This design comes from an exercise in tuning for small area on the open sky130 flow, not from production work. Where RTL was checked, it was by simulation tests only, not by an equivalence proof against the original.

run 1:
## fir_H
module fir_H(xIn,sample,clk,reset,yOut,mode);
input mode;
input sample, clk, reset;
input[15:0] xIn;
output reg[15:0] yOut;
	reg [495:0] ring;           
	reg [4:0] r;                
	reg [15:0] xb;              
	reg [4:0] ph;               
	reg [4:0] u;                
	reg [31:0] acc;
	wire start = sample & ~reset & (ph == 5'd0);
	wire busy = (ph != 5'd0);
	wire ins = busy & ((ph == r) | ((ph == 5'd31) & (r == 5'd0)));
	wire [15:0] fb = ins ? xb : ring[15:0];
	always @(posedge clk)
		ring <= {fb, ring[495:16]};
	always @(posedge clk)
		if (!busy) xb <= xIn;
	always @(posedge clk)
		if (reset) r <= 5'd0;
		else if (!(start | busy)) r <= (r == 5'd0) ? 5'd30 : r - 5'd1;
	wire [15:0] hn;
	wire [30:0] sel;
	genvar g;
	generate for (g = 0; g < 31; g = g + 1) begin : rd
		assign sel[g] = (r == g);
	end
	for (g = 0; g < 16; g = g + 1) begin : rb
		wire [30:0] d;
		genvar w;
		for (w = 0; w < 31; w = w + 1) begin : dw
			assign d[w] = ring[16*w + g];
		end
		rmux m(.d(d), .sel(sel), .yn(hn[g]));
	end endgenerate
	always @(posedge clk)
		if (reset) ph <= 5'd0;
		else if (start | busy) ph <= ph + 5'd1;
	always @(posedge clk)
		if (reset) u <= 5'd31;
		else if (ph == 5'd31 && u != 5'd0) u <= u - 5'd1;
	wire [7:0] onen, twon, neg;
	h_rom_h rom(.addr(ph), .mode(mode), .onen(onen), .twon(twon), .neg(neg));
	wire [32:0] s;
	mac mac0(.hn(hn), .acc(acc), .onen(onen), .twon(twon), .neg(neg), .s(s));
	wire [31:0] sat = (s[32] == s[31]) ? s[31:0] : (s[32] ? 32'h8000_0000 : 32'h07ff_ffff);
	wire clr = reset | (ph == 5'd31) | (~busy & ~sample) | (ph < u);
	always @(posedge clk)
  ...
clock: 25.0 ns
lec_check: 0
cap_margin: 20
core_margin: 2
core_utilization: 60
slew_margin: 20
synth_hierarchical: 1
standard.sh (not shown) runs the stock make flow with config.mk's settings and CLKGATE_MAP_FILE= SYNTH_SCRIPT=/design/flow/synth_recipe.tcl, a recipe that flattens the netlist after the stock synthesis.
==> flow/flow/run.sh <==
#!/bin/bash
# Layout flow: the standard ORFS flow (standard.sh) with two changes:
#  - before the resizer's repair_design, every cell is set to its smallest
#    drive strength (flow/downsize.tcl); repair_design sizes up what needs it;
#  - clock tree synthesis without dummy loads (CTS_ARGS).
# make's output goes to standard.log; ORFS keeps each step's log in orfs/logs.
set -euo pipefail
here=$(pwd)
export PRE_RESIZE_TCL=$here/flow/downsize.tcl
export REMOVE_ABC_BUFFERS=1
export BUFFER_PORTS_ARGS="-buffer_cell sky130_fd_sc_hd__buf_1"
export CTS_ARGS="-sink_clustering_enable -repair_clock_nets -dont_use_dummy_load -sink_clustering_size 28 -sink_clustering_max_diameter 100"
bash standard.sh > standard.log 2>&1
==> flow/flow/downsize.tcl <==
# Before the resizer's repair_design (PRE_RESIZE hook): give every cell the
# smallest drive strength of its function.  Synthesis sizes cells for speed
# that this design, with its long clock period, does not need; repair_design
# then upsizes or buffers wherever slew, capacitance or fanout need it.
set db [ord::get_db]
set block [ord::get_db_block]
set dont_use $::env(DONT_USE_CELLS)
set count 0
foreach inst [$block getInsts] {
  set m [$inst getMaster]
  set name [$m getName]
  if { ![regexp {^(sky130_fd_sc_hd__[a-z0-9]+)_([0-9]+)$} $name -> base drive] } { continue }
  if { [$inst isFixed] } { continue }
  set best $m
  foreach d {0 1 2 3 4 6 8 12 16} {
    set cname ${base}_$d
    if { [lsearch -exact $dont_use $cname] >= 0 } { continue }
    set c [$db findMaster $cname]
    if { $c == "NULL" || $c == "" } { continue }
    if { [$c getWidth] < [$best getWidth] } { set best $c }
  }
  if { $best != $m } {
    set p1 [lsort [lmap t [$m getMTerms] {$t getName}]]
    set p2 [lsort [lmap t [$best getMTerms] {$t getName}]]
    if { $p1 eq $p2 } {
      $inst swapMaster $best
      incr count
    }
  }
}
puts "downsize: $count instances set to their smallest drive strength"
Having completed the whole flow, run 1 delivered a layout that passed the timing, design-rule and antenna checks.
Input-level comparison between run 2 and run 1:
- a change of CORE_UTILIZATION from 60 to 50
## What came out
- When run 2 is set beside run 1, its signal arrival time at the worst endpoint turns out to be 0.09 ns larger.
- On final period demand of the worst path, the lower figure sits with run 1, not run 2.
- Between run 1 and run 2, core outline area is higher for run 2, run 1 comes in under that.
- Run 2: all stages complete, timing, DRC and antenna checks passed
What run 3 does differently from run 2 at the input level:
- swapping 50 for 60 in CORE_UTILIZATION
-- flow/flow/run.sh --
<<< run 2, line 11
export BUFFER_PORTS_ARGS="-buffer_cell sky130_fd_sc_hd__buf_1"
export CTS_ARGS="-sink_clustering_enable -repair_clock_nets -dont_use_dummy_load -sink_clustering_size 28 -sink_clustering_max_diameter 100"
bash standard.sh > standard.log 2>&1
>>> run 3, line 11
export BUFFER_PORTS_ARGS="-buffer_cell sky130_fd_sc_hd__buf_1"
export CTS_ARGS="-sink_clustering_enable -repair_clock_nets -dont_use_dummy_load -sink_clustering_size 32 -sink_clustering_max_diameter 100"
bash standard.sh > standard.log 2>&1
Results
Of run 3 and run 2, it is run 3 that has the higher global-route total usage across every layer.
Taking run 2 as the reference, in run 3 total length of routed wires -3.7%, fraction of area in non-clock buffers ~0 delta, global-route track usage on met2 +6.6 points, core utilization +9.8 points, width of the die -about 9%.


fir_H, a different RTL version from the one above (not shown whole).
Size in the first run: roughly 24,000 µm² of cells after synthesis.
Design fir_H, start of the top module:
module fir_H(xIn,sample,clk,reset,yOut,mode);
input mode;
input sample, clk, reset;
input[15:0] xIn;
output reg[15:0] yOut;
	reg [495:0] ring;           
	reg [4:0] r;                
	reg [15:0] xb;              
	reg [4:0] ph;               
	reg [4:0] u;                
	reg [31:0] acc;
	wire start = sample & ~reset & (ph == 5'd0);
	wire busy = (ph != 5'd0);
	wire ins = busy & ((ph == r) | ((ph == 5'd31) & (r == 5'd0)));
	wire [15:0] fb = ins ? xb : ring[15:0];
	always @(posedge clk)
		ring <= {fb, ring[495:16]};
	always @(posedge clk)
		if (!busy) xb <= xIn;
	always @(posedge clk)
		if (reset) r <= 5'd0;
		else if (!(start | busy)) r <= (r == 5'd0) ? 5'd30 : r - 5'd1;
	wire [15:0] hn;
	wire [30:0] sel;
	genvar g;
	generate for (g = 0; g < 31; g = g + 1) begin : rd
		assign sel[g] = (r == g);
	end
	for (g = 0; g < 16; g = g + 1) begin : rb
		wire [30:0] d;
		genvar w;
		for (w = 0; w < 31; w = w + 1) begin : dw
			assign d[w] = ring[16*w + g];
		end
		rmux m(.d(d), .sel(sel), .yn(hn[g]));
	end endgenerate
	always @(posedge clk)
		if (reset) ph <= 5'd0;
		else if (start | busy) ph <= ph + 5'd1;
	always @(posedge clk)
		if (reset) u <= 5'd31;
		else if (ph == 5'd31 && u != 5'd0) u <= u - 5'd1;
	wire [7:0] onen, twon, neg;
	h_rom_h rom(.addr(ph), .mode(mode), .onen(onen), .twon(twon), .neg(neg));
	wire [32:0] s;
	mac mac0(.hn(hn), .acc(acc), .onen(onen), .twon(twon), .neg(neg), .s(s));
	wire [31:0] sat = (s[32] == s[31]) ? s[31:0] : (s[32] ? 32'h8000_0000 : 32'h07ff_ffff);
	wire clr = reset | (ph == 5'd31) | (~busy & ~sample) | (ph < u);
	always @(posedge clk)
		acc <= clr ? 32'd0 : sat;
	wire [15:0] y = acc[31] ? (acc[30] ? acc[30:15] : 16'h8000)
	                        : (acc[30] ? 16'h7fff : acc[30:15]);
	always @(posedge clk)
		if (reset) yOut <= 16'd0;
		else if (ph == 5'd31) yOut <= y;
endmodule
Settings: LEC_CHECK=0, CAP_MARGIN=20, CORE_MARGIN=2, CORE_UTILIZATION=60, SLEW_MARGIN=20, SYNTH_HIERARCHICAL=1; clock period 25.0 ns.
==> flow/flow/run.sh <==
#!/bin/bash
# Layout flow: the standard ORFS flow (standard.sh) with two changes:
#  - before the resizer's repair_design, every cell is set to its smallest
#    drive strength (flow/downsize.tcl); repair_design sizes up what needs it;
#  - clock tree synthesis without dummy loads (CTS_ARGS).
# make's output goes to standard.log; ORFS keeps each step's log in orfs/logs.
set -euo pipefail
here=$(pwd)
export PRE_RESIZE_TCL=$here/flow/downsize.tcl
export REMOVE_ABC_BUFFERS=1
export BUFFER_PORTS_ARGS="-buffer_cell sky130_fd_sc_hd__buf_1"
export CTS_ARGS="-sink_clustering_enable -repair_clock_nets -dont_use_dummy_load -sink_clustering_size 28 -sink_clustering_max_diameter 100"
bash standard.sh > standard.log 2>&1
Scripts as last shown in full above: flow/flow/downsize.tcl
Change:
CORE_UTILIZATION = 70   (was 60)
GPL_TIMING_DRIVEN = 0   (was unset)
What happened:
- first-iteration DRC count went up by 8.7%
- setup slack loses 0.023 ns
No run of this note included a check of the RTL's function; only the layout flow was run.

-- afterwards: timing with drivers on the ports --
Ports are ideal in the flow. The routed layouts listed here were re-timed in OpenROAD. Step 1 sets driving cells, clkbuf_16 on the clock port and buf_2 on the other inputs (assumed; they add their load-dependent delay and slew). Step 2 also shifts input and output timing later by t, the mid clock arrival at the registers, as if the neighbouring blocks saw the same clock. Three values: no drivers, after step 1, after step 2; two values: the first two.
run | shift t [ns] | setup WS [ns] | hold WS [ns] | slew at the worst register clock pin (ns) | cell pins on the clock port's net
run 1 | 0.618 | 5.611 / 5.638 / 5.020 | 0.298 / 0.298 / 0.298 | 0.11 / 0.11 | 1
run 2 | 0.630 | 5.509 / 5.545 / 4.915 | 0.316 / 0.316 / 0.316 | 0.11 / 0.11 | 1
run 3 | 0.604 | 5.603 / 5.629 / 5.026 | 0.300 / 0.300 / 0.300 | 0.12 / 0.12 | 1
the first run of note 2 | 0.613 | 6.089 / 6.122 / 5.510 | 0.300 / 0.300 / 0.300 | 0.11 / 0.11 | 1
the second run of note 2 | 0.623 | 6.066 / 6.099 / 5.476 | 0.308 / 0.308 / 0.308 | 0.11 / 0.11 | 1
After both steps every run listed still meets setup and hold. For run 2, which loses most, drivers alone change the setup slack by +0.036 ns; drivers and shift together by -0.594 ns.
